This design comes from an exercise in tuning for small area on the open sky130 flow, not from production work. In this exercise RTL edits were held to simulation tests only and were not proved equivalent to the original. No driver is modelled on the clock port, so clocking that relies on it looks cheaper here than on a real chip. No activity file was given, so power comes from the tool's default toggle rates.

--- flow/design.v ---
module codec_fsm #(
	parameter OVERSAMPLE 	= 250,
	parameter DATA_WIDTH 	= 32,
	parameter CHANNELS		= 2
)(
	input	wire 						xclk_i,
	input	wire						reset_n,
	input	wire	signed	[ 31:0 ] 	right_i,
	input	wire	signed	[ 31:0 ] 	left_i,
	output	wire	signed	[ 31:0 ]	right_o,
	output	wire	signed	[ 31:0 ]	left_o,
	output	wire						ready_o,
	output 	wire						bclk_o,
	output 	wire						daclrck_o,
	output	wire						dacdat_o,
	output	wire						adclrck_o,
	input	wire						adcdat_i
);
	reg			half;
	reg [ 6:0 ]	cnt;
	reg			adc_d;				 
	reg [ 63:0 ]	ring;
	reg [ 31:0 ]	adc_left_reg, adc_right_reg;
	reg			load_q, move_q;
	wire rst		= ~reset_n;
	wire		end_half	= ( cnt == 7'd124 );
	wire		half_n		= ~rst & ( half ^ end_half );
	wire [ 6:0 ]	cnt_n		= rst ? 7'd127 : end_half ? 7'd0 : cnt + 1'b1;
	always @( posedge xclk_i ) begin
		adc_d	<= adcdat_i;
		half	<= half_n;
		cnt		<= cnt_n;
	end
	wire load_n		= rst | ( half & ( cnt == 7'd123 ) );
	always @( posedge xclk_i ) begin
		load_q	<= load_n;
		move_q	<= ~load_n;
	end
	wire [ 63:0 ] load_word;
	genvar gb;
	generate for( gb = 0; gb < 32; gb = gb + 1 ) begin : g_load
		assign load_word[ 2*gb+1 ]						= left_i[ gb ];
		assign load_word[ ( 2 - 2*( 31 - gb ) + 64 ) % 64 ]	= right_i[ gb ];
	end endgenerate
	wire ins		= ~load_q & ~cnt[6] & cnt[0];
	wire adc_in		= half ? ~adcdat_i : adc_d;
	always @( posedge xclk_i ) begin
		ring[ 0 ]		<= ~( ( move_q | load_word[ 0 ] ) & ( load_q | ring[ 63 ] ) );
		ring[ 1 ]		<= ~( ( load_q & load_word[ 1 ] ) | ( ~load_q & ( ins ? adc_in : ring[ 0 ] ) ) );
		ring[ 63:2 ]	<= ~( ( {62{move_q}} | load_word[ 63:2 ] ) & ( {62{load_q}} | ring[ 62:1 ] ) );
	end
	wire [ 31:0 ] ring_left, ring_right;
	generate for( gb = 0; gb < 32; gb = gb + 1 ) begin : g_adc
		assign ring_left[ gb ]	= ring[ ( 56 - 2*( 31 - gb ) + 64 ) % 64 ];
		assign ring_right[ gb ]	= ring[ ( 123 - 2*( 31 - gb ) + 64 ) % 64 ];
	end endgenerate
	wire out_load	= reset_n & load_q & half;
	wire out_hold	= rst | move_q;
	always @( posedge xclk_i ) begin
		adc_left_reg	<= ( {32{out_load}} & ring_left ) | ( {32{out_hold}} & adc_left_reg );
		adc_right_reg	<= ( {32{out_load}} & ring_right ) | ( {32{out_hold}} & adc_right_reg );
	end
	wire dac_l		= cnt[0] ? ring[ 0 ] : ~ring[ 63 ];
	wire dac_r		= cnt[0] ? ( ~ring[ 62 ] & ~( cnt == 7'd63 ) ) : ring[ 63 ];
	assign dacdat_o		= ~cnt[6] & ( half ? dac_r : dac_l );
	assign bclk_o		= cnt[0] ^ half;
	assign daclrck_o	= ~half;
	assign adclrck_o	= ~half;
	assign ready_o		= ~half & ( cnt == 7'd0 );
	assign left_o		= adc_left_reg;
	assign right_o		= adc_right_reg;
endmodule
--- flow/flow/run.sh ---
#!/bin/bash
# Standard ORFS layout with small port buffers and a clock tree built from
# small clock buffers without dummy balancing loads.
set -euo pipefail
export BUFFER_PORTS_ARGS="-buffer_cell sky130_fd_sc_hd__buf_1"
export CTS_ARGS="-sink_clustering_enable -repair_clock_nets -buf_list {sky130_fd_sc_hd__clkbuf_2 sky130_fd_sc_hd__clkbuf_4} -dont_use_dummy_load"
bash standard.sh > standard.log 2>&1
--- flow/standard.sh ---
#!/bin/bash
# synth_recipe.tcl (not shown) runs the flow's synth.tcl, then flattens the netlist and writes it again
# the make line also repeats each setting of config.mk as NAME=value (left out here)
make -C /OpenROAD-flow-scripts/flow DESIGN_CONFIG=/design/flow/config.mk WORK_HOME=/design/flow/orfs CLKGATE_MAP_FILE= SYNTH_SCRIPT=/design/flow/synth_recipe.tcl "${@:-finish}"
--- flow/config.mk ---
export PLATFORM = sky130hd
export DESIGN_NAME = codec_fsm
export DESIGN_NICKNAME = codec_fsm
export VERILOG_FILES = /design/flow/design.v
export SDC_FILE = /design/flow/constraint.sdc
export NUM_CORES = 4
export LEC_CHECK = 0
export CAP_MARGIN = 20
export CORE_MARGIN = 2
export CORE_UTILIZATION = 40
export SLEW_MARGIN = 20
--- flow/constraint.sdc ---
create_clock -name core_clock -period 5.0 [get_ports {xclk_i}]
set_input_delay 1.0000 -clock core_clock [delete_from_list [all_inputs] [get_ports {xclk_i}]]
set_output_delay 1.0000 -clock core_clock [all_outputs]
set_load 0.01 [all_outputs]
==> results.sh, run 1 <==
export IMPL_outcome="no timing/DRC/antenna violations"
export IMPL_hold_viol_final=0
export IMPL_gr_usage_all_layers_pct=16.63
export IMPL_critical_path_cell_chain="inv_1 -> ha_1 -> or4b_1 -> nor4_2 -> buf_1"
export IMPL_vias=3147
export IMPL_cts_hold_buffers=0
export IMPL_ys_ff_latch=139
export IMPL_worstPathArrival_ps=1960
export IMPL_timing_final_ws_setup_ps=2036
export IMPL_start_util_pct=41.28
export IMPL_worstSetupStartpointType="register"
export IMPL_async_reset_ff_share_pct=0
export IMPL_ctsResizeCount=0
export IMPL_slowest_delay_ps=460
export IMPL_clk_root_buffer_cell="clkbuf_4"
export IMPL_rows=37
export IMPL_hpwlAfterDp_microns=6116
export IMPL_cap_violations=0
export IMPL_crit_type="reg2out"
export IMPL_grt_pass1_vias=3048
export IMPL_cp_end_kind="output pin"
export IMPL_min_to="adc_right_reg[30]"
export IMPL_tns_ps=0
export IMPL_cts_buffers=17
export IMPL_yosys_area_top_type="dfxtp_1"
export IMPL_synth_warnings=1
export IMPL_max_freq_mhz=337.4
export IMPL_holdCritStartpoint="ring[57]"
export IMPL_htreeDepth=4
export IMPL_postRouteAntennaNets=0
export IMPL_die_width_microns=107.4
export IMPL_drc=0
export IMPL_largest_reg_flops=64
export IMPL_use_met1_pct=21.85
export IMPL_postSynthCellCount=347
export IMPL_core_sq_mm=0.01037
export IMPL_synth_net_count=416
export IMPL_diodes=0
export IMPL_r2r_cells=3
export IMPL_netSwitchingFraction_pct=25.53
export IMPL_vdd_drop_max_mv=0.1926
export IMPL_dp_slack_ps=2312
export IMPL_antenna_found_initial=0
export IMPL_crit_slowest_cell="or4b_1"
export IMPL_ys_seq_area_share_pct=65.01
export IMPL_via_per_inst=5.193
export IMPL_drt_iter0_markers=107
export IMPL_grt_overflow_total=0
export IMPL_die_area_sq_mm=0.01154
export IMPL_synth_most_common_cell="dfxtp_1"
export IMPL_use_met3_pct=6.235
export IMPL_finalCritPeriodShare_pct=59.28
export IMPL_grt_pass1_wl_microns=14850
export IMPL_yosys_top_cells_count="139 x dfxtp_1, 64 x a22o_1, 63 x o22ai_1"
export IMPL_grt_busiest_layer="met2"
export IMPL_path_clk_slew_ps=100
export IMPL_r2r_slack_ps=3060
export IMPL_seqPwrFrac_pct=65.4
export IMPL_timing_rr_start="half"
export IMPL_hold_path_depth=1
export IMPL_maxSlewViolCount=0
export IMPL_fp_dieH_microns=107.4
export IMPL_slew_headroom_pct=53.05
export IMPL_clockBufferDepth=2
export IMPL_cts_sinks=139
export IMPL_areaGrowthSynthToFinish_pct=14.41
export IMPL_crit_path_max_fanout=8
export IMPL_use_met2_pct=25.05
export IMPL_placement_io_buffers=135
export IMPL_synth_edf_count=0
export IMPL_synthTopCellsByArea="dfxtp_1 65%, a22o_1 13%, o22ai_1 9.2%, buf_6 2.4%, buf_4 1.2%"
export IMPL_finalWeightedCongestion=0.7726
export IMPL_post_drt_wl_per_cell_microns=15.41
export IMPL_switchingPower_mw=0.4963
export IMPL_p_clk_share_pct=24.3
export IMPL_required_ps=4000
export IMPL_drtPass1Iterations=7
export IMPL_p_int_mw=1.448
export IMPL_worst_slew_pin_slew_ps=704.3
export IMPL_setup_viol=0
export IMPL_synth_top_area_share_pct=65.01
export IMPL_p_leak_nw=1.824
export IMPL_synth_cell_area_sq_mm=0.004280
export IMPL_cts_setup_buffers=0
export IMPL_worstReg2RegEnd="adc_right_reg[1]"
export IMPL_yosysUniqueCellTypes=34
export IMPL_fin_crit_ps=2964
export IMPL_min_path_type="reg2reg"
export IMPL_finClkSkew_ps=53.58
export IMPL_drt_wl_total_microns=9339
export IMPL_postSynthAreaPerCell_sq_um=12.34
export IMPL_insertion_delay_ps=490
export IMPL_p_per_area_mw_per_mm2=397.0
export IMPL_io_pins=136
export IMPL_drive_above_1_share_pct=5.957
export IMPL_fin_nets=541
export IMPL_grt_max_degree=66
export IMPL_synth_ff_type="dfxtp_1"
export IMPL_cts_tree="built"
export IMPL_rsz0062_at_grt="no"
export IMPL_comb_power_share_pct=10.3
[power by group through the flow]
| stage | clock network, mW | logic [mW] | registers (mW) |
|---|---|---|---|
| floorplan | 0 | 0.142 | 1.29 |
| CTS | 0.497 | 0.202 | 1.27 |
| finish | 0.473 | 0.199 | 1.27 |
| global route | 0.543 | 0.226 | 1.29 |
| global placement | 0 | 0.196 | 1.29 |
| detailed placement | 0 | 0.202 | 1.30 |
[cell usage in the layout, fill, tap and decap left out, drive strengths merged, types with 2 or more instances in the layout]
cell     instances
dfxtp          139
buf            139
a22o            64
o22ai           63
clkbuf          17
o21ai            9
inv              4
nand3            4
nor2             3
nand2            3
xor2             3
nand2b           3
o31ai            2
ha               2
a2111oi          2
[area by class of cell]
class                   count  area (sq um)
inverters                   4         15.01
fillers                  1039          5473
well taps                 136         170.2
multi-input cells         171          1262
flip-flops and latches    139          2785
clock buffers              17         127.6
repair buffers            139         536.8
[how the worst max path moves through the flow]
| stage | from | endpoint | slack, ps | cells past startpoint |
|---|---|---|---|---|
| floorplan | cnt[0] | ready_o | 2610 | 5 |
| global placement | reset_n | adc_right_reg[15] | 2330 | 4 |
| detailed placement | reset_n | adc_right_reg[12] | 2310 | 4 |
| CTS | cnt[0] | ready_o | 1980 | 5 |
| global route | cnt[0] | ready_o | 1840 | 5 |
| finish | cnt[0] | ready_o | 2040 | 5 |
[metrics by stage]
step	hold WS, ps	area (sq um)	total power [mW]	instances	util [%]
after floorplan	411.6	4280	1.428	347	-
after global placement	440.6	4770	1.491	589	45.99
after detailed placement	446.5	4770	1.499	589	45.99
after CTS	429.7	4897	1.972	606	47.22
after global routing	449.2	4897	2.056	606	47.22
final	423.8	4897	1.944	606	47.22
[worst max-delay path: cells and delay by family, from the launching register on]
| family | cells | cell delay (ps) |
|---|---|---|
| buffers and inverters | 2 | 330 |
| flip-flops | 1 | 390 |
| AND/OR/NAND/NOR | 2 | 600 |
| adder cells (fa/ha/maj) | 1 | 190 |
[metal layers]
layer,vias to the layer above,share of wire (%),wire length (microns)
li1,1562,-,-
met1,1478,47,4409
met3,11,6.9,647
met4,0,1.0,96
met5,-,0,0
met2,96,45,4185
[kinds of logic (layout without fill, tap and decap cells)]
| group | Yosys count | in the layout | synth area share [%] |
|---|---|---|---|
| compound gates | 146 | 146 | 25.37 |
| fa+ha+maj | 2 | 2 | 0.5845 |
| flops | 139 | 139 | 65.01 |
| buf+inv | 37 | 160 | 5.583 |
| simple gates | 19 | 19 | 2.631 |
| xor+xnor | 4 | 4 | 0.8186 |
==> inputs of run 2 (changes only) <==
--- a/flow/design.v
+++ b/flow/design.v
@@ -45,9 +45,9 @@
 	wire ins		= ~load_q & ~cnt[6] & cnt[0];
 	wire adc_in		= half ? ~adcdat_i : adc_d;
 	always @( posedge xclk_i ) begin
-		ring[ 0 ]		<= ~( ( move_q | load_word[ 0 ] ) & ( load_q | ring[ 63 ] ) );
+		ring[ 0 ]		<= ~( ( load_q & load_word[ 0 ] ) | ( move_q & ring[ 63 ] ) );
 		ring[ 1 ]		<= ~( ( load_q & load_word[ 1 ] ) | ( ~load_q & ( ins ? adc_in : ring[ 0 ] ) ) );
-		ring[ 63:2 ]	<= ~( ( {62{move_q}} | load_word[ 63:2 ] ) & ( {62{load_q}} | ring[ 62:1 ] ) );
+		ring[ 63:2 ]	<= ~( ( {62{load_q}} & load_word[ 63:2 ] ) | ( {62{move_q}} & ring[ 62:1 ] ) );
 	end
 	wire [ 31:0 ] ring_left, ring_right;
 	generate for( gb = 0; gb < 32; gb = gb + 1 ) begin : g_adc
==> run 2 against run 1 <==
Compared with the run above: clock power up 1%; global-route usage is 0.51 points higher; sequential share of layout area decreased by 0.96 points; total power is 1.2% higher; synthesized cell count did not move; via count is 1.1% higher; combinational power grew 5%; non-clock buffer count stayed put; count of clock-buffer cells in the layout unchanged; critical endpoint unchanged.
==> results.sh, run 2 <==
export IMPL_postSynthCellCount=347
export IMPL_cts_tree="built"
export IMPL_vdd_drop_max_mv=0.1838
export IMPL_postSynthAreaPerCell_sq_um=12.56
export IMPL_slowest_delay_ps=450
export IMPL_tns_ps=0
export IMPL_cap_violations=0
export IMPL_slew_headroom_pct=51.65
export IMPL_maxSlewViolCount=0
export IMPL_core_sq_mm=0.01075
export IMPL_antenna_found_initial=0
export IMPL_rsz0062_at_grt="no"
export IMPL_post_drt_wl_per_cell_microns=15.91
export IMPL_fin_nets=541
export IMPL_synth_ff_type="dfxtp_1"
export IMPL_grt_pass1_vias=3037
export IMPL_synth_most_common_cell="dfxtp_1"
export IMPL_hpwlAfterDp_microns=6053
export IMPL_worstPathArrival_ps=2040
export IMPL_yosysUniqueCellTypes=34
export IMPL_io_pins=136
export IMPL_outcome="no timing/DRC/antenna violations"
export IMPL_synth_warnings=1
export IMPL_cts_buffers=17
export IMPL_synthTopCellsByArea="dfxtp_1 64%, a22o_1 13%, a22oi_1 11%, buf_6 2.3%, buf_4 1.2%"
export IMPL_cp_end_kind="output pin"
export IMPL_crit_start="cnt[0]"
export IMPL_gr_usage_all_layers_pct=17.14
export IMPL_insertion_delay_ps=520
export IMPL_grt_pass1_wl_microns=15080
export IMPL_placement_io_buffers=135
export IMPL_fp_dieH_microns=108.4
export IMPL_die_area_sq_mm=0.01175
export IMPL_synth_edf_count=0
export IMPL_ctsResizeCount=0
export IMPL_grt_max_degree=66
export IMPL_p_leak_nw=1.909
export IMPL_fill_cells=1065
export IMPL_worstSetupStartpointType="register"
export IMPL_drc=0
export IMPL_p_per_area_mw_per_mm2=395.0
export IMPL_ys_seq_area_share_pct=63.83
export IMPL_crit_path_max_fanout=8
export IMPL_areaGrowthSynthToFinish_pct=14.27
export IMPL_final_common_cell="dfxtp_1"
export IMPL_yosys_top_cells_count="139 x dfxtp_1, 64 x a22o_1, 63 x a22oi_1"
export IMPL_htreeDepth=4
export IMPL_finClkSkew_ps=37.15
export IMPL_grt_overflow_total=0
export IMPL_required_ps=4000
export IMPL_max_freq_mhz=329.3
export IMPL_finalWeightedCongestion=0.8027
export IMPL_diodes=0
export IMPL_vias=3182
export IMPL_async_reset_ff_share_pct=0
export IMPL_via_per_inst=5.216
export IMPL_place_inst=593
export IMPL_drtPass1Iterations=4
export IMPL_clk_root_buffer_cell="clkbuf_4"
export IMPL_cts_setup_buffers=0
export IMPL_holdCritStartpoint="ring[35]"
export IMPL_synth_cell_area_sq_mm=0.004359
export IMPL_critical_path_cell_chain="inv_1 -> ha_1 -> or4b_1 -> nor4_2 -> buf_1"
export IMPL_postRouteAntennaNets=0
export IMPL_finalCritPeriodShare_pct=60.74
export IMPL_min_path_type="reg2reg"
export IMPL_postLayoutCoreUtil_pct=46.36
export IMPL_drive_above_1_share_pct=5.957
export IMPL_synth_net_count=416
export IMPL_crit_type="reg2out"
export IMPL_cts_sinks=139
export IMPL_ys_ff_latch=139
export IMPL_synth_top_area_share_pct=63.83
export IMPL_final_cells=610
export IMPL_start_util_pct=40.57
export IMPL_clockBufferDepth=2
export IMPL_cts_hold_buffers=0
export IMPL_crit_slowest_cell="or4b_1"
export IMPL_die_width_microns=108.4
export IMPL_worst_slew_pin_slew_ps=725.3
export IMPL_rows=38
export IMPL_largest_reg_flops=64
export IMPL_yosys_area_top_type="dfxtp_1"
export IMPL_drt_iter0_markers=159
export IMPL_hold_viol_final=0
export IMPL_drt_wl_total_microns=9707
export IMPL_layout_common_cells="137 x dfxtp_1, 135 x buf_1, 64 x a22o_1"
export IMPL_fin_crit_ps=3037
export IMPL_timing_rr_start="move_q"
export IMPL_path_clk_slew_ps=120
export IMPL_setup_viol=0
-- run 2: critical path, delay by kind of cell (launching register included) --
family	cells	cell delay (ps)
adders and majority gates	1	200
DFF	1	400
buffers and inverters	2	340
and+or+nand+nor	2	590
-- run 2: layer usage --
| layer | routed length, microns | global-route usage, % | up-vias |
|---|---|---|---|
| li1 | - | - | 1562 |
| met1 | 4350 | 20.44 | 1514 |
| met2 | 4588 | 27.18 | 100 |
| met3 | 704 | 8.017 | 6 |
| met4 | 64 | 6.044 | 0 |
| met5 | 0 | 0 | - |
-- run 2: cell families after synthesis --
family	share of synthesized area, %
AO/OA/AOI/OAI	26.72
AND/OR/NAND/NOR	2.583
XOR/XNOR	0.8038
adder cells (fa/ha/maj)	0.5740
buffers and inverters	5.482
flip-flops	63.83
-- run 2: final cells by class --
type	instances	area [sq um]	area share [%]
clock buffers	17	127.6	2.562
repair buffers	139	536.8	10.78
multi-input cells	171	1341	26.93
well taps	140	175.2	3.517
inverters	4	15.01	0.3014
flip-flops and latches	139	2785	55.92
-- run 2: per-stage QoR --
step	hold slack [ps]	area [sq um]	power [mW]	setup slack, ps
floorplan	415.1	4359	1.441	2609
global placement	435.5	4853	1.507	2290
detailed placement	436.3	4853	1.514	2243
CTS	434.5	4981	1.997	1895
global route	452.7	4981	2.083	1723
finish	431.7	4981	1.968	1963
-- run 2: final timing paths --
path,to,slack [ps],depth (start not counted)
setup / recovery,ready_o,1960,5
hold reg to reg,ring[36],430,1
hold / removal,ring[36],430,1
setup reg to reg,adc_right_reg[13],2960,4
-- run 2: where the power goes --
| part | internal [mW] | switching [mW] |
|---|---|---|
| Combinational | 0.0960 | 0.113 |
| Clock | 0.155 | 0.324 |
| Sequential | 1.21 | 0.0730 |
| Total | 1.46 | 0.510 |
==> inputs of run 3 (changes only) <==
--- a/flow/design.v
+++ b/flow/design.v
@@ -45,9 +45,9 @@
 	wire ins		= ~load_q & ~cnt[6] & cnt[0];
 	wire adc_in		= half ? ~adcdat_i : adc_d;
 	always @( posedge xclk_i ) begin
-		ring[ 0 ]		<= ~( ( load_q & load_word[ 0 ] ) | ( move_q & ring[ 63 ] ) );
+		ring[ 0 ]		<= ~( ( move_q | load_word[ 0 ] ) & ( load_q | ring[ 63 ] ) );
 		ring[ 1 ]		<= ~( ( load_q & load_word[ 1 ] ) | ( ~load_q & ( ins ? adc_in : ring[ 0 ] ) ) );
-		ring[ 63:2 ]	<= ~( ( {62{load_q}} & load_word[ 63:2 ] ) | ( {62{move_q}} & ring[ 62:1 ] ) );
+		ring[ 63:2 ]	<= ~( ( {62{move_q}} | load_word[ 63:2 ] ) & ( {62{load_q}} | ring[ 62:1 ] ) );
 	end
 	wire [ 31:0 ] ring_left, ring_right;
 	generate for( gb = 0; gb < 32; gb = gb + 1 ) begin : g_adc
==> flow/flow/run.sh (replaced) <==
#!/bin/bash
# Standard ORFS layout with small port buffers and a clock tree built from
# small clock buffers without dummy balancing loads; clock buffers that
# drive a slow clock slew are up-sized after CTS (flow/fixclk.tcl).
set -euo pipefail
export BUFFER_PORTS_ARGS="-buffer_cell sky130_fd_sc_hd__buf_1"
export CTS_ARGS="-sink_clustering_enable -repair_clock_nets -buf_list {sky130_fd_sc_hd__clkbuf_2 sky130_fd_sc_hd__clkbuf_4} -dont_use_dummy_load"
export POST_CTS_TCL="$(pwd)/flow/fixclk.tcl"
bash standard.sh > standard.log 2>&1
==> flow/flow/fixclk.tcl (new file) <==
# POST_CTS hook: up-size to clkbuf_8 the clock buffers whose flip-flop clock
# pins see a slew over 115 ps (placement estimate), then legalise again.
set_propagated_clock [all_clocks]
estimate_parasitics -placement
set fixclk_n 0
foreach inst [get_cells *] {
  if {[get_property $inst ref_name] != "sky130_fd_sc_hd__clkbuf_4"} { continue }
  set out [get_pins -of_objects $inst -filter "direction == output"]
  set worst 0
  foreach p [get_pins -of_objects [get_nets -of_objects $out] -filter "direction == input"] {
    set s [get_property $p slew_max]
    if {$s > $worst} { set worst $s }
  }
  if {$worst > 0.115} {
    replace_cell $inst [get_lib_cells */sky130_fd_sc_hd__clkbuf_8]
    incr fixclk_n
  }
}
puts "fixclk: up-sized $fixclk_n clock buffers"
detailed_placement
check_placement -verbose
estimate_parasitics -placement
--- a/flow/config.mk
+++ b/flow/config.mk
@@ -7,5 +7,5 @@
 export LEC_CHECK = 0
 export CAP_MARGIN = 20
 export CORE_MARGIN = 2
-export CORE_UTILIZATION = 40
+export CORE_UTILIZATION = 60
 export SLEW_MARGIN = 20
==> run 3 against run 2 <==
Compared with the run above: first-iteration DRC count rose by 4.4%; worst hold slack improved by 1.9 ps; via count up 0.38%; synthesized area down 1.8%; non-clock buffer count decreased by 1; largest power group unchanged.
==> results.sh, run 3 <==
export IMPL_diodes=0
export IMPL_drive_above_1_share_pct=5.757
export IMPL_synth_warnings=1
export IMPL_fp_dieH_microns=88.46
export IMPL_io_pins=136
export IMPL_synth_top_area_share_pct=65.01
export IMPL_min_path_type="reg2reg"
export IMPL_antenna_found_initial=0
export IMPL_dp_slack_ps=2276
export IMPL_critPathTopFamily="simple AND/OR/NAND/NOR gates"
export IMPL_max_freq_mhz=340.8
export IMPL_final_cells=565
export IMPL_via_per_inst=5.653
export IMPL_maxSlewViolCount=0
export IMPL_comb_power_share_pct=10.0
export IMPL_switchingPower_mw=0.4970
export IMPL_critical_path_cell_chain="inv_1 -> ha_1 -> or4b_1 -> nor4_2 -> buf_1"
export IMPL_netSwitchingFraction_pct=25.17
export IMPL_async_reset_ff_share_pct=0
export IMPL_r2r_slack_ps=3080
export IMPL_placement_io_buffers=135
export IMPL_ys_seq_area_share_pct=65.01
export IMPL_synth_net_count=416
export IMPL_rsz0062_at_grt="no"
export IMPL_die_width_microns=88.46
export IMPL_synth_ff_type="dfxtp_1"
export IMPL_grt_max_degree=66
export IMPL_p_per_area_mw_per_mm2=404.4
export IMPL_grt_overflow_total=0
export IMPL_synth_most_common_cell="dfxtp_1"
export IMPL_cts_tree="built"
export IMPL_areaGrowthSynthToFinish_pct=14.06
export IMPL_gr_usage_all_layers_pct=22.83
export IMPL_outcome="no timing/DRC/antenna violations"
export IMPL_worstSetupStartpointType="register"
export IMPL_worstPathArrival_ps=1930
export IMPL_drtPass1Iterations=4
export IMPL_grt_pass1_wl_microns=13600
export IMPL_postSynthAreaPerCell_sq_um=12.34
export IMPL_drc=0
export IMPL_cap_violations=0
export IMPL_seqPwrFrac_pct=64.6
export IMPL_hold_viol_final=0
export IMPL_synth_cell_area_sq_mm=0.004280
export IMPL_worst_slew_pin_slew_ps=723.3
export IMPL_finalWeightedCongestion=0.8370
export IMPL_final_common_cell="dfxtp_1"
export IMPL_largest_reg_flops=64
export IMPL_grt_pass1_vias=2934
export IMPL_finalCritPeriodShare_pct=58.68
export IMPL_crit_type="reg2out"
export IMPL_core_sq_mm=0.006832
export IMPL_timing_final_ws_setup_ps=2066
export IMPL_synth_edf_count=0
export IMPL_slowest_delay_ps=470
export IMPL_drt_iter0_markers=166
export IMPL_yosys_top_cells_count="139 x dfxtp_1, 64 x a22o_1, 63 x o22ai_1"
export IMPL_p_leak_nw=1.832
export IMPL_fin_nets=540
export IMPL_cp_end_kind="output pin"
export IMPL_required_ps=4000
export IMPL_finClkSkew_ps=29.44
export IMPL_insertion_delay_ps=400
export IMPL_fin_crit_ps=2934
export IMPL_yosysUniqueCellTypes=34
export IMPL_setup_viol=0
export IMPL_die_area_sq_mm=0.007825
export IMPL_vias=3194
export IMPL_cts_sinks=139
export IMPL_layout_common_cells="137 x dfxtp_1, 135 x buf_1, 64 x a22o_1"
export IMPL_ys_ff_latch=139
export IMPL_path_clk_slew_ps=110
export IMPL_vdd_drop_max_mv=0.1909
export IMPL_rows=30
export IMPL_finalPower_mw=1.974
export IMPL_postRouteAntennaNets=0
export IMPL_p_clk_share_pct=25.4
export IMPL_postLayoutCoreUtil_pct=71.47
export IMPL_synthTopCellsByArea="dfxtp_1 65%, a22o_1 13%, o22ai_1 9.2%, buf_6 2.4%, buf_4 1.2%"
export IMPL_p_int_mw=1.477
export IMPL_slew_headroom_pct=51.78
export IMPL_tns_ps=0
export IMPL_hpwlAfterDp_microns=5691
export IMPL_post_drt_wl_per_cell_microns=15.77
export IMPL_postSynthCellCount=347
export IMPL_start_util_pct=62.66
export IMPL_drt_wl_total_microns=8911
export IMPL_crit_slowest_cell="or4b_1"
export IMPL_place_inst=548
export IMPL_crit_path_max_fanout=8
export IMPL_path_buf_inv=2
export IMPL_yosys_area_top_type="dfxtp_1"
## run 3: changes by cell type in the layout (fill, tap and decap cells not counted), moves of 2 or more
cell / before / now
a22oi_1: 63 / 0
o22ai_1: 0 / 63
clkbuf_4: 17 / 14
clkbuf_8: 0 / 3
buf_4: 4 / 2
## run 3: cells by family after synthesis
group | synth area share, %
AO/OA/AOI/OAI | 25.37
flip-flops | 65.01
buffers and inverters | 5.583
AND/OR/NAND/NOR | 2.631
XOR/XNOR | 0.8186
adder cells (fa/ha/maj) | 0.5845
## run 3: final timing paths
kind | startpoint | end | depth (start not counted)
hold / removal | ring[5] | ring[6] | 1
setup / recovery | cnt[0] | ready_o | 5
hold reg to reg | ring[5] | ring[6] | 1
setup reg to reg | move_q | adc_right_reg[22] | 3
## run 3: per-layer routing
layer / up-vias / global-route usage (%) / part of all wire (%)
met5: - / 0 / 0
met3: 13 / 8.209 / 7.1
li1: 1558 / - / -
met1: 1520 / 29.69 / 45
met4: 0 / 9.642 / 1.6
met2: 103 / 34.65 / 46
## run 3: power by group through the flow
| stage | Sequential [mW] | Combinational (mW) | Clock [mW] |
|---|---|---|---|
| 5_1_grt | 1.29 | 0.219 | 0.562 |
| 3_3_place_gp | 1.30 | 0.184 | 0 |
| 6_report | 1.28 | 0.197 | 0.502 |
| 2_1_floorplan | 1.29 | 0.142 | 0 |
| 3_5_place_dp | 1.30 | 0.197 | 0 |
## run 3: through the flow
step	instance area, sq um	hold slack (ps)
final	4882	433.6
after global routing	4882	448.4
after detailed placement	4732	444.1
after global placement	4705	433.2
after floorplan	4280	411.6
## run 3: area by class of cell
| cell class | count | area (sq um) |
|---|---|---|
| Sequential cell | 139 | 2785 |
| Multi-Input combinational cell | 171 | 1266 |
| Fill cell | 595 | 1949 |
| Timing Repair Buffer | 138 | 549.3 |
| Inverter | 4 | 15.01 |
| Clock buffer | 17 | 146.4 |
| Tap cell | 96 | 120.1 |
==> inputs of run 4 (changes only) <==
--- a/flow/config.mk
+++ b/flow/config.mk
@@ -7,5 +7,5 @@
 export LEC_CHECK = 0
 export CAP_MARGIN = 20
 export CORE_MARGIN = 2
-export CORE_UTILIZATION = 60
+export CORE_UTILIZATION = 40
 export SLEW_MARGIN = 20
==> run 4 against run 3 <==
Compared with the run above: non-clock buffer count grew 1; sequential share of layout area fell by 0.39 points; still clean on timing, DRC and antenna; core utilization is 24 points lower; count of clock-buffer cells in the layout is the same; wire length is 4.4% higher; register-to-register slack worse by 20 ps; fmax increased by 1.8%; clock power is essentially flat; first-iteration DRC count fell by 31%; design area grew 0.69%.
==> results.sh, run 4 <==
export IMPL_wl_met3_microns=686
export IMPL_critical_path_cell_chain="inv_1 -> ha_1 -> or4b_1 -> nor4_2 -> buf_1"
export IMPL_worstPathArrival_ps=1880
export IMPL_synth_top_area_share_pct=65.01
export IMPL_grt_pass1_vias=3052
export IMPL_drtPass1Iterations=5
export IMPL_drive_above_1_share_pct=5.957
export IMPL_maxSlewViolCount=0
export IMPL_hold_viol_final=0
export IMPL_placement_io_buffers=135
export IMPL_crit_type="reg2out"
export IMPL_postSynthCellCount=347
export IMPL_synth_cell_area_sq_mm=0.004280
export IMPL_grt_pass1_wl_microns=14860
export IMPL_gr_usage_all_layers_pct=16.63
export IMPL_timing_rr_start="half"
export IMPL_rsz0062_at_grt="no"
export IMPL_cts_sinks=139
export IMPL_p_leak_nw=1.832
export IMPL_ys_seq_area_share_pct=65.01
export IMPL_drt_iter0_markers=114
export IMPL_vias=3154
export IMPL_worstSetupStartpointType="register"
export IMPL_die_width_microns=107.4
export IMPL_grt_max_degree=66
export IMPL_finClkSkew_ps=32.50
export IMPL_crit_end="ready_o"
export IMPL_areaGrowthSynthToFinish_pct=14.85
export IMPL_insertion_delay_ps=390
export IMPL_cap_violations=0
export IMPL_tns_ps=0
export IMPL_core_sq_mm=0.01037
export IMPL_slowest_delay_ps=460
export IMPL_fill_cells=1036
export IMPL_postRouteAntennaNets=0
export IMPL_postSynthAreaPerCell_sq_um=12.34
export IMPL_rows=37
export IMPL_synth_warnings=1
export IMPL_met1_length_microns=4337
export IMPL_holdCritStartpoint="ring[57]"
export IMPL_post_drt_wl_per_cell_microns=15.34
export IMPL_finalWeightedCongestion=0.7726
export IMPL_worst_slew_pin_slew_ps=708.5
export IMPL_fin_crit_ps=2882
export IMPL_layout_common_cells="137 x dfxtp_1, 135 x buf_1, 64 x a22o_1"
export IMPL_final_common_cell="dfxtp_1"
export IMPL_synth_ff_type="dfxtp_1"
export IMPL_setup_viol=0
export IMPL_r2r_cells=3
export IMPL_multi_input_area_sq_mm=0.001262
export IMPL_critical_path_depth=5
export IMPL_crit_slowest_cell="or4b_1"
export IMPL_min_path_type="reg2reg"
export IMPL_cts_tree="built"
export IMPL_largest_reg_flops=64
export IMPL_finalCritPeriodShare_pct=57.63
export IMPL_vdd_drop_max_mv=0.1925
export IMPL_drt_wl_total_microns=9299
export IMPL_synth_most_common_cell="dfxtp_1"
export IMPL_yosys_top_cells_count="139 x dfxtp_1, 64 x a22o_1, 63 x o22ai_1"
export IMPL_die_area_sq_mm=0.01154
export IMPL_grt_overflow_total=0
export IMPL_max_freq_mhz=347.0
export IMPL_slew_headroom_pct=52.77
export IMPL_fin_nets=541
export IMPL_regArea_sq_mm=0.002785
export IMPL_async_reset_ff_share_pct=0
export IMPL_p_per_area_mw_per_mm2=401.0
export IMPL_yosysUniqueCellTypes=34
export IMPL_hold_path_depth=1
export IMPL_hpwlAfterDp_microns=6116
export IMPL_io_pins=136
export IMPL_timing_final_ws_setup_ps=2118
export IMPL_r2r_slack_ps=3060
export IMPL_top_layer_used="met4"
export IMPL_synth_net_count=416
export IMPL_worstReg2RegEnd="adc_right_reg[1]"
export IMPL_antenna_found_initial=0
export IMPL_ys_ff_latch=139
export IMPL_critPathTopFamily="simple AND/OR/NAND/NOR gates"
export IMPL_postLayoutCoreUtil_pct=47.41
export IMPL_dp_slack_ps=2312
export IMPL_diodes=0
export IMPL_synthTopCellsByArea="dfxtp_1 65%, a22o_1 13%, o22ai_1 9.2%, buf_6 2.4%, buf_4 1.2%"
export IMPL_outcome="no timing/DRC/antenna violations"
export IMPL_required_ps=4000
export IMPL_synth_edf_count=0
export IMPL_fp_dieH_microns=107.4
export IMPL_met2_wirelength_microns=4181
export IMPL_start_util_pct=41.28
export IMPL_yosys_area_top_type="dfxtp_1"
export IMPL_crit_start="cnt[0]"
export IMPL_drc=0
export IMPL_via_per_inst=5.205
export IMPL_cp_end_kind="output pin"
export IMPL_path_clk_slew_ps=100
export IMPL_crit_path_max_fanout=8
export IMPL_path_buf_inv=2
[run 4: cell counts after synthesis]
Identical to the previous run, type by type.
[run 4: worst min path at each step]
stage and endpoint:
6_report adc_right_reg[30], 3_5_place_dp ring[52], 3_3_place_gp ring[57], 2_1_floorplan ring[62]
5_1_grt ring[44]
[run 4: layout make-up]
| type | count | area share, % |
|---|---|---|
| sequential | 139 | 56.66 |
| multi-input combinational | 171 | 25.68 |
| timing repair buffer | 139 | 10.92 |
| tap | 136 | 3.461 |
| clock buffer | 17 | 2.978 |
| inverter | 4 | 0.3054 |
[run 4: logic make-up (layout without fill, tap and decap cells)]
group                      count (synthesis)  in the layout  synth area share, %
adders and majority gates                  2              2               0.5845
DFF                                      139            139                65.01
buffers and inverters                     37            160                5.583
AOI/OAI and AO/OA                        146            146                25.37
xor gates and xnor gates                   4              4               0.8186
and+or+nand+nor                           19             19                2.631
[run 4: metrics by stage]
stage / power [mW] / std cells / hold WS (ps) / cell area, sq um
after floorplan: 1.428 / 347 / 411.6 / 4280
after global placement: 1.491 / 589 / 440.6 / 4770
after detailed placement: 1.499 / 589 / 446.5 / 4770
after global routing: 2.086 / 606 / 452.0 / 4916
final: 1.971 / 606 / 428.6 / 4916
[run 4: per-layer routing]
metal,up-vias,track usage (%)
met2,106,25.05
li1,1564,-
met4,0,6.593
met5,-,0
met1,1475,21.85
met3,9,5.872
[run 4: report_power, final]
part	switching (mW)	internal, mW
logic	0.109	0.0903
clock network	0.316	0.184
registers	0.0703	1.20
[run 4: worst reg2reg max path: cells and delay by family (launching register included)]
family | cells | cell delay, ps
buf+inv | 1 | 490
flops | 1 | 580
compound gates | 1 | 190
simple gates | 1 | 610
==> inputs of run 5 (changes only) <==
==> flow/flow/run.sh (replaced) <==
#!/bin/bash
# Standard ORFS layout with small port buffers and a clock tree built from
# small clock buffers without dummy balancing loads; after CTS the clock
# sinks are spread more evenly over the leaf buffers (flow/fixclk.tcl).
set -euo pipefail
export BUFFER_PORTS_ARGS="-buffer_cell sky130_fd_sc_hd__buf_1"
export CTS_ARGS="-sink_clustering_enable -repair_clock_nets -buf_list {sky130_fd_sc_hd__clkbuf_2 sky130_fd_sc_hd__clkbuf_4} -dont_use_dummy_load"
export POST_CTS_TCL="$(pwd)/flow/fixclk.tcl"
bash standard.sh > standard.log 2>&1
--- a/flow/flow/fixclk.tcl
+++ b/flow/flow/fixclk.tcl
@@ -1,5 +1,64 @@
-# POST_CTS hook: up-size to clkbuf_8 the clock buffers whose flip-flop clock
-# pins see a slew over 115 ps (placement estimate), then legalise again.
+# POST_CTS hook.  The H-tree leaves of the clock tree drive 5 to 13 flip-flops
+# each.  Move clock sinks from leaves that drive more than 10 to the nearest
+# leaf that drives fewer, farthest sink first; then up-size to clkbuf_8 any
+# clock buffer whose flip-flop clock pins still see a slew over 115 ps
+# (placement estimate), and legalise the placement again.
+proc fixclk_xy {inst} {
+  set bb [$inst getBBox]
+  return [list [expr {([$bb xMin]+[$bb xMax])/2.0}] [expr {([$bb yMin]+[$bb yMax])/2.0}]]
+}
+set fixclk_max 10
+set block [ord::get_db_block]
+set leaves {}
+foreach inst [$block getInsts] {
+  if {![string match "sky130_fd_sc_hd__clkbuf_*" [[$inst getMaster] getName]]} { continue }
+  set onet [[$inst findITerm X] getNet]
+  set sinks {}
+  foreach it [$onet getITerms] {
+    if {[$it isOutputSignal]} { continue }
+    if {[string match "*clkbuf*" [[[$it getInst] getMaster] getName]]} { set sinks {}; break }
+    lappend sinks $it
+  }
+  if {[llength $sinks] > 0} { lappend leaves [list $inst $onet $sinks] }
+}
+set moves 0
+set changed 1
+while {$changed} {
+  set changed 0
+  set cnt {}
+  foreach l $leaves { lappend cnt [llength [lindex $l 2]] }
+  for {set i 0} {$i < [llength $leaves]} {incr i} {
+    if {[lindex $cnt $i] <= $fixclk_max} { continue }
+    lassign [lindex $leaves $i] inst onet sinks
+    lassign [fixclk_xy $inst] bx by
+    set far ""; set fard -1
+    foreach it $sinks {
+      lassign [fixclk_xy [$it getInst]] x y
+      set d [expr {abs($x-$bx)+abs($y-$by)}]
+      if {$d > $fard} { set fard $d; set far $it }
+    }
+    lassign [fixclk_xy [$far getInst]] sx sy
+    set bj -1; set bd 1e18
+    for {set j 0} {$j < [llength $leaves]} {incr j} {
+      if {$j == $i || [lindex $cnt $j] >= $fixclk_max} { continue }
+      lassign [fixclk_xy [lindex [lindex $leaves $j] 0]] x y
+      set d [expr {abs($x-$sx)+abs($y-$sy)}]
+      if {$d < $bd} { set bd $d; set bj $j }
+    }
+    if {$bj < 0} { continue }
+    $far disconnect
+    $far connect [lindex [lindex $leaves $bj] 1]
+    set k [lsearch -exact $sinks $far]
+    lset leaves $i 2 [lreplace $sinks $k $k]
+    set lj [lindex $leaves $bj]
+    lset leaves $bj 2 [concat [lindex $lj 2] [list $far]]
+    incr moves
+    set changed 1
+    break
+  }
+}
+puts "fixclk: moved $moves clock sinks"
+
 set_propagated_clock [all_clocks]
 estimate_parasitics -placement
 set fixclk_n 0
--- a/flow/config.mk
+++ b/flow/config.mk
@@ -8,4 +8,5 @@
 export CAP_MARGIN = 20
 export CORE_MARGIN = 2
 export CORE_UTILIZATION = 40
+export PLACE_DENSITY = 0.7
 export SLEW_MARGIN = 20
==> run 5 against run 4 <==
Compared with the run above: clock skew hardly changed; combinational power is 5% lower; cell count is 0.17% lower; first-iteration DRC count is 12% higher; core utilization hardly changed; flip-flop and latch count stayed put; global-route usage is 0.25 points lower; largest cell class unchanged.
==> results.sh, run 5 <==
export IMPL_grt_overflow_total=0
export IMPL_grt_pass1_vias=3165
export IMPL_yosysUniqueCellTypes=34
export IMPL_finalPower_mw=1.993
export IMPL_postSynthCellCount=347
export IMPL_hpwlAfterDp_microns=6105
export IMPL_netSwitchingFraction_pct=25.56
export IMPL_critical_path_cell_chain="inv_1 -> ha_1 -> or4b_1 -> nor4_2 -> buf_1"
export IMPL_postRouteAntennaNets=0
export IMPL_rsz0062_at_grt="no"
export IMPL_layout_common_cells="137 x dfxtp_1, 135 x buf_1, 64 x a22o_1"
export IMPL_ys_seq_area_share_pct=65.01
export IMPL_drtPass1Iterations=4
export IMPL_slew_headroom_pct=53.38
export IMPL_p_int_mw=1.484
export IMPL_grt_max_degree=67
export IMPL_postSynthAreaPerCell_sq_um=12.34
export IMPL_fill_cells=1010
export IMPL_grt_pass1_wl_microns=14880
export IMPL_core_sq_mm=0.01037
export IMPL_placement_io_buffers=135
export IMPL_gr_usage_all_layers_pct=16.38
export IMPL_timing_final_ws_setup_ps=2061
export IMPL_postLayoutCoreUtil_pct=47.42
export IMPL_critPathTopFamily="simple AND/OR/NAND/NOR gates"
export IMPL_comb_power_share_pct=9.6
export IMPL_cap_violations=0
export IMPL_required_ps=4000
export IMPL_synth_fa_ha_area_share_pct=0.5846
export IMPL_areaGrowthSynthToFinish_pct=14.88
export IMPL_finalCritPeriodShare_pct=58.79
export IMPL_max_freq_mhz=340.2
export IMPL_die_width_microns=107.4
export IMPL_vias=3200
export IMPL_async_reset_ff_share_pct=0
export IMPL_fin_nets=540
export IMPL_drt_iter0_markers=128
export IMPL_tns_ps=0
export IMPL_dp_slack_ps=2329
export IMPL_largest_reg_flops=64
export IMPL_antenna_found_initial=0
export IMPL_finalWeightedCongestion=0.7648
export IMPL_drc=0
export IMPL_path_clk_slew_ps=100
export IMPL_cp_end_kind="output pin"
export IMPL_io_pins=136
export IMPL_synthXorXnorAreaFrac_pct=0.8185
export IMPL_synth_warnings=1
export IMPL_diodes=0
export IMPL_synth_top_area_share_pct=65.01
export IMPL_synthTopCellsByArea="dfxtp_1 65%, a22o_1 13%, o22ai_1 9.2%, buf_6 2.4%, buf_4 1.2%"
export IMPL_yosys_mux_area_fraction_pct=0
export IMPL_synth_cell_area_sq_mm=0.004280
export IMPL_fin_crit_ps=2939
export IMPL_final_common_cell="dfxtp_1"
export IMPL_setup_viol=0
export IMPL_crit_path_max_fanout=8
export IMPL_yosys_area_top_type="dfxtp_1"
export IMPL_cts_sinks=139
export IMPL_synth_ff_type="dfxtp_1"
export IMPL_synth_net_count=416
export IMPL_drt_wl_total_microns=9301
export IMPL_yosys_area_share_simple_pct=2.631
export IMPL_p_per_area_mw_per_mm2=405.3
export IMPL_synth_top_family_by_area="compound AO/OA/AOI/OAI gates"
export IMPL_min_path_type="reg2reg"
export IMPL_path_buf_inv=2
export IMPL_ys_ff_latch=139
export IMPL_finClkSkew_ps=32.11
export IMPL_crit_slowest_cell="or4b_1"
export IMPL_cts_tree="built"
export IMPL_fp_dieH_microns=107.4
export IMPL_die_area_sq_mm=0.01154
export IMPL_yosys_top_cells_count="139 x dfxtp_1, 64 x a22o_1, 63 x o22ai_1"
export IMPL_worstSetupStartpointType="register"
export IMPL_via_per_inst=5.289
export IMPL_seqPwrFrac_pct=64.2
export IMPL_start_util_pct=41.28
export IMPL_insertion_delay_ps=390
export IMPL_drive_above_1_share_pct=5.757
export IMPL_switchingPower_mw=0.5093
export IMPL_hold_viol_final=0
export IMPL_p_leak_nw=1.830
export IMPL_p_clk_share_pct=26.2
export IMPL_post_drt_wl_per_cell_microns=15.37
export IMPL_synth_compound_area_share_pct=25.37
export IMPL_slowest_delay_ps=460
export IMPL_synth_edf_count=0
export IMPL_synth_most_common_cell="dfxtp_1"
export IMPL_vdd_drop_max_mv=0.1540
export IMPL_crit_type="reg2out"
export IMPL_outcome="no timing/DRC/antenna violations"
export IMPL_maxSlewViolCount=0
export IMPL_rows=37
export IMPL_worst_slew_pin_slew_ps=699.3
export IMPL_worstPathArrival_ps=1940
[run 5: kinds of logic (layout without fill, tap and decap cells)]
logic type,count (synthesis),in the layout
buf+inv,37,159
simple gates,19,19
compound gates,146,146
flops,139,139
fa+ha+maj,2,2
xor+xnor,4,4
[run 5: worst paths after layout]
kind | end | from | cells after the start | slack, ps
setup / recovery | ready_o | cnt[0] | 5 | 2060
hold / removal | ring[61] | ring[60] | 1 | 430
setup reg to reg | adc_left_reg[2] | load_q | 4 | 2680
hold reg to reg | ring[61] | ring[60] | 1 | 430
[run 5: final cells by class]
cell class                 count  area, sq um  area share [%]
sequential                   139         2788           56.69
clock buffer                  17        152.6           3.104
timing repair buffer         138        529.3           10.76
tap                          136        170.2           3.461
inverter                       4        15.01          0.3053
multi-input combinational    171         1262           25.67
[run 5: routing by layer]
layer | routed length (microns) | global-route usage, % | vias up
met3 | 469 | 4.964 | 15
li1 | - | - | 1564
met4 | 193 | 6.960 | 0
met2 | 4489 | 26.81 | 99
met5 | 0 | 0 | -
met1 | 4148 | 20.01 | 1522
[run 5: metrics by stage]
stage	instance area (sq um)	instances	hold slack (ps)
6_report	4917	605	429.4
5_1_grt	4917	605	445.9
3_5_place_dp	4765	588	441.9
3_3_place_gp	4762	588	439.1
2_1_floorplan	4280	347	411.6
[run 5: power groups by stage]
stage | Combinational [mW] | Clock [mW] | Sequential [mW]
final | 0.190 | 0.522 | 1.28
after detailed placement | 0.191 | 0 | 1.31
after global placement | 0.185 | 0 | 1.30
after global routing | 0.215 | 0.590 | 1.29
after floorplan | 0.142 | 0 | 1.29
==> inputs of run 6 (changes only) <==
--- a/flow/config.mk
+++ b/flow/config.mk
@@ -8,5 +8,4 @@
 export CAP_MARGIN = 20
 export CORE_MARGIN = 2
 export CORE_UTILIZATION = 40
-export PLACE_DENSITY = 0.7
 export SLEW_MARGIN = 20
==> run 6 against run 5 <==
Compared with the run above: synthesized area is the same; clock power is 5.2% lower; critical path depth is the same; flip-flop and latch count unchanged; sequential share of layout area is 0.11 points higher; via count is 1.6% lower; design area down 0.28%; count of clock-buffer cells in the layout stayed put; critical path type unchanged; largest power group unchanged.
==> results.sh, run 6 <==
export IMPL_cp_end_kind="output pin"
export IMPL_yosys_area_top_type="dfxtp_1"
export IMPL_grt_max_degree=66
export IMPL_drtPass1Iterations=4
export IMPL_placement_io_buffers=135
export IMPL_grt_pass1_wl_microns=15020
export IMPL_required_ps=4000
export IMPL_holdCritStartpoint="ring[57]"
export IMPL_yosys_top_cells_count="139 x dfxtp_1, 64 x a22o_1, 63 x o22ai_1"
export IMPL_gr_usage_all_layers_pct=16.89
export IMPL_dp_slack_ps=2312
export IMPL_crit_path_max_fanout=8
export IMPL_insertion_delay_ps=390
export IMPL_synth_top_family_by_area="compound AO/OA/AOI/OAI gates"
export IMPL_via_per_inst=5.198
export IMPL_worstSetupStartpointType="register"
export IMPL_tns_ps=0
export IMPL_postLayoutCoreUtil_pct=47.29
export IMPL_postSynthCellCount=347
export IMPL_antenna_found_initial=0
export IMPL_setup_viol=0
export IMPL_grt_pass1_vias=3067
export IMPL_hold_path_depth=1
export IMPL_path_buf_inv=2
export IMPL_final_common_cell="dfxtp_1"
export IMPL_outcome="no timing/DRC/antenna violations"
export IMPL_postRouteAntennaNets=0
export IMPL_worstReg2RegEnd="adc_left_reg[3]"
export IMPL_r2r_slack_ps=3070
export IMPL_areaGrowthSynthToFinish_pct=14.56
export IMPL_timing_final_ws_setup_ps=2127
export IMPL_rsz0062_at_grt="no"
export IMPL_min_path_type="reg2reg"
export IMPL_crit_type="reg2out"
export IMPL_synth_top_area_share_pct=65.01
export IMPL_ys_ff_latch=139
export IMPL_hold_viol_final=0
export IMPL_drive_above_1_share_pct=5.957
export IMPL_synth_edf_count=0
export IMPL_worstPathArrival_ps=1870
export IMPL_grt_overflow_total=0
export IMPL_hpwlAfterDp_microns=6116
export IMPL_rows=37
export IMPL_io_pins=136
export IMPL_critPathTopFamily="simple AND/OR/NAND/NOR gates"
export IMPL_final_cells=606
export IMPL_synth_net_count=416
export IMPL_layout_common_cells="137 x dfxtp_1, 135 x buf_1, 64 x a22o_1"
export IMPL_vdd_drop_max_mv=0.1925
export IMPL_synth_ff_type="dfxtp_1"
export IMPL_drc=0
export IMPL_synth_compound_area_share_pct=25.37
export IMPL_synth_most_common_cell="dfxtp_1"
export IMPL_cap_violations=0
export IMPL_finalCritPeriodShare_pct=57.45
export IMPL_die_area_sq_mm=0.01154
export IMPL_synthTopCellsByArea="dfxtp_1 65%, a22o_1 13%, o22ai_1 9.2%, buf_6 2.4%, buf_4 1.2%"
export IMPL_synthXorXnorAreaFrac_pct=0.8185
export IMPL_ys_seq_area_share_pct=65.01
export IMPL_timing_rr_start="half"
export IMPL_p_leak_nw=1.826
export IMPL_start_util_pct=41.28
export IMPL_finClkSkew_ps=36.84
export IMPL_yosysUniqueCellTypes=34
export IMPL_synth_cell_area_sq_mm=0.004280
export IMPL_diodes=0
export IMPL_slowest_delay_ps=460
export IMPL_cts_tree="built"
export IMPL_largest_reg_flops=64
export IMPL_drt_iter0_markers=108
export IMPL_post_drt_wl_per_cell_microns=15.57
export IMPL_yosys_area_share_simple_pct=2.631
export IMPL_worst_slew_pin_slew_ps=717.4
export IMPL_crit_slowest_cell="or4b_1"
export IMPL_yosys_mux_area_fraction_pct=0
export IMPL_synth_fa_ha_area_share_pct=0.5846
export IMPL_max_freq_mhz=348.1
export IMPL_place_inst=589
export IMPL_drt_wl_total_microns=9435
export IMPL_cts_sinks=139
export IMPL_fin_crit_ps=2873
export IMPL_r2r_cells=3
export IMPL_postSynthAreaPerCell_sq_um=12.34
export IMPL_slew_headroom_pct=52.18
export IMPL_min_to="adc_right_reg[30]"
export IMPL_path_clk_slew_ps=100
export IMPL_finalWeightedCongestion=0.7726
export IMPL_synth_warnings=1
export IMPL_async_reset_ff_share_pct=0
export IMPL_fp_dieH_microns=107.4
export IMPL_die_width_microns=107.4
export IMPL_finalPower_mw=1.966
export IMPL_critical_path_cell_chain="inv_1 -> ha_1 -> or4b_1 -> nor4_2 -> buf_1"
export IMPL_maxSlewViolCount=0
export IMPL_p_per_area_mw_per_mm2=401.0
export IMPL_core_sq_mm=0.01037
export IMPL_vias=3150
export IMPL_fin_nets=541
-- run 6: changes by cell type in the layout (fill, tap and decap cells not counted) --
cell	previous run	this run
dfxtp_2	1	2
buf_4	3	4
clkbuf_4	13	16
dfxtp_4	1	0
clkbuf_8	4	1
-- run 6: how the worst max path moves through the flow --
stage	from	to	slack, ps	cells past startpoint
2_1_floorplan	cnt[0]	ready_o	2610	5
3_3_place_gp	reset_n	adc_right_reg[15]	2330	4
3_5_place_dp	reset_n	adc_right_reg[12]	2310	4
5_1_grt	cnt[0]	ready_o	1950	5
6_report	cnt[0]	ready_o	2130	5
-- run 6: where the power goes --
group          switching (mW)  internal, mW  total [mW]
Combinational           0.109        0.0903       0.199
Clock                   0.328         0.167       0.495
Sequential             0.0704          1.20        1.27
-- run 6: metrics by stage --
stage | instance area, sq um | hold WS [ps]
after floorplan | 4280 | 411.6
after global placement | 4770 | 440.6
after detailed placement | 4770 | 446.5
after global routing | 4903 | 446.6
final | 4903 | 428.5
-- run 6: cell families (layout without fill, tap and decap cells) --
logic type	count (synthesis)	after routing
adders and majority gates	2	2
and+or+nand+nor	19	19
xor gates and xnor gates	4	4
buffers and inverters	37	160
AOI/OAI and AO/OA	146	146
DFF	139	139
-- run 6: cell type report --
class,instances,area (sq um)
Multi-Input combinational cell,171,1262
Tap cell,136,170.2
Timing Repair Buffer,139,536.8
Sequential cell,139,2785
Clock buffer,17,133.9
Fill cell,1038,5466
Inverter,4,15.01
-- run 6: per-layer routing --
| metal | track usage, % | share of wire, % | vias to the layer above |
|---|---|---|---|
| met1 | 22.04 | 47 | 1472 |
| li1 | - | - | 1565 |
| met3 | 5.690 | 7.0 | 10 |
| met4 | 6.593 | 1.0 | 0 |
| met5 | 0 | 0 | - |
| met2 | 25.86 | 45 | 103 |
-- run 6: worst reg2reg max path: cells and delay by family, from the launching register on --
family          cells  cell delay [ps]
simple gates        1              610
flops               1              580
buf+inv             1              490
compound gates      1              190

what the ideal ports hide:
The flow's constraints put no driver on any port. The routed layouts listed below were extracted and timed again, unchanged, in two steps.
Step 1, drivers: a clkbuf_16 drives xclk_i and a buf_2 each remaining input, both assumed.
Step 2 moves the port delays by t, midway between the first and last clock arrival at a register: inputs arrive t later, outputs are due t later. That takes back most of the time a late clock gives input paths.
a / b / c = ideal / step 1 / step 2; a / b = the first two.
run | t (ns) | setup slack, ns | worst hold slack (ns) | worst setup path at the end | pins driven straight from the clock port
run 1 | 0.499 | 2.036 / 2.004 / 2.297 | 0.424 / 0.424 / 0.424 | input to register | 1
run 2 | 0.532 | 1.963 / 1.932 / 2.216 | 0.432 / 0.432 / 0.432 | input to register | 1
run 3 | 0.415 | 2.066 / 2.036 / 2.451 | 0.434 / 0.434 / 0.434 | register to output | 1
run 4 | 0.407 | 2.118 / 2.085 / 2.302 | 0.429 / 0.429 / 0.429 | input to register | 1
run 5 | 0.408 | 2.061 / 2.030 / 2.274 | 0.429 / 0.429 / 0.429 | input to register | 1
run 6 | 0.401 | 2.127 / 2.094 / 2.314 | 0.429 / 0.429 / 0.429 | input to register | 1
After both steps every run listed still meets setup and hold.
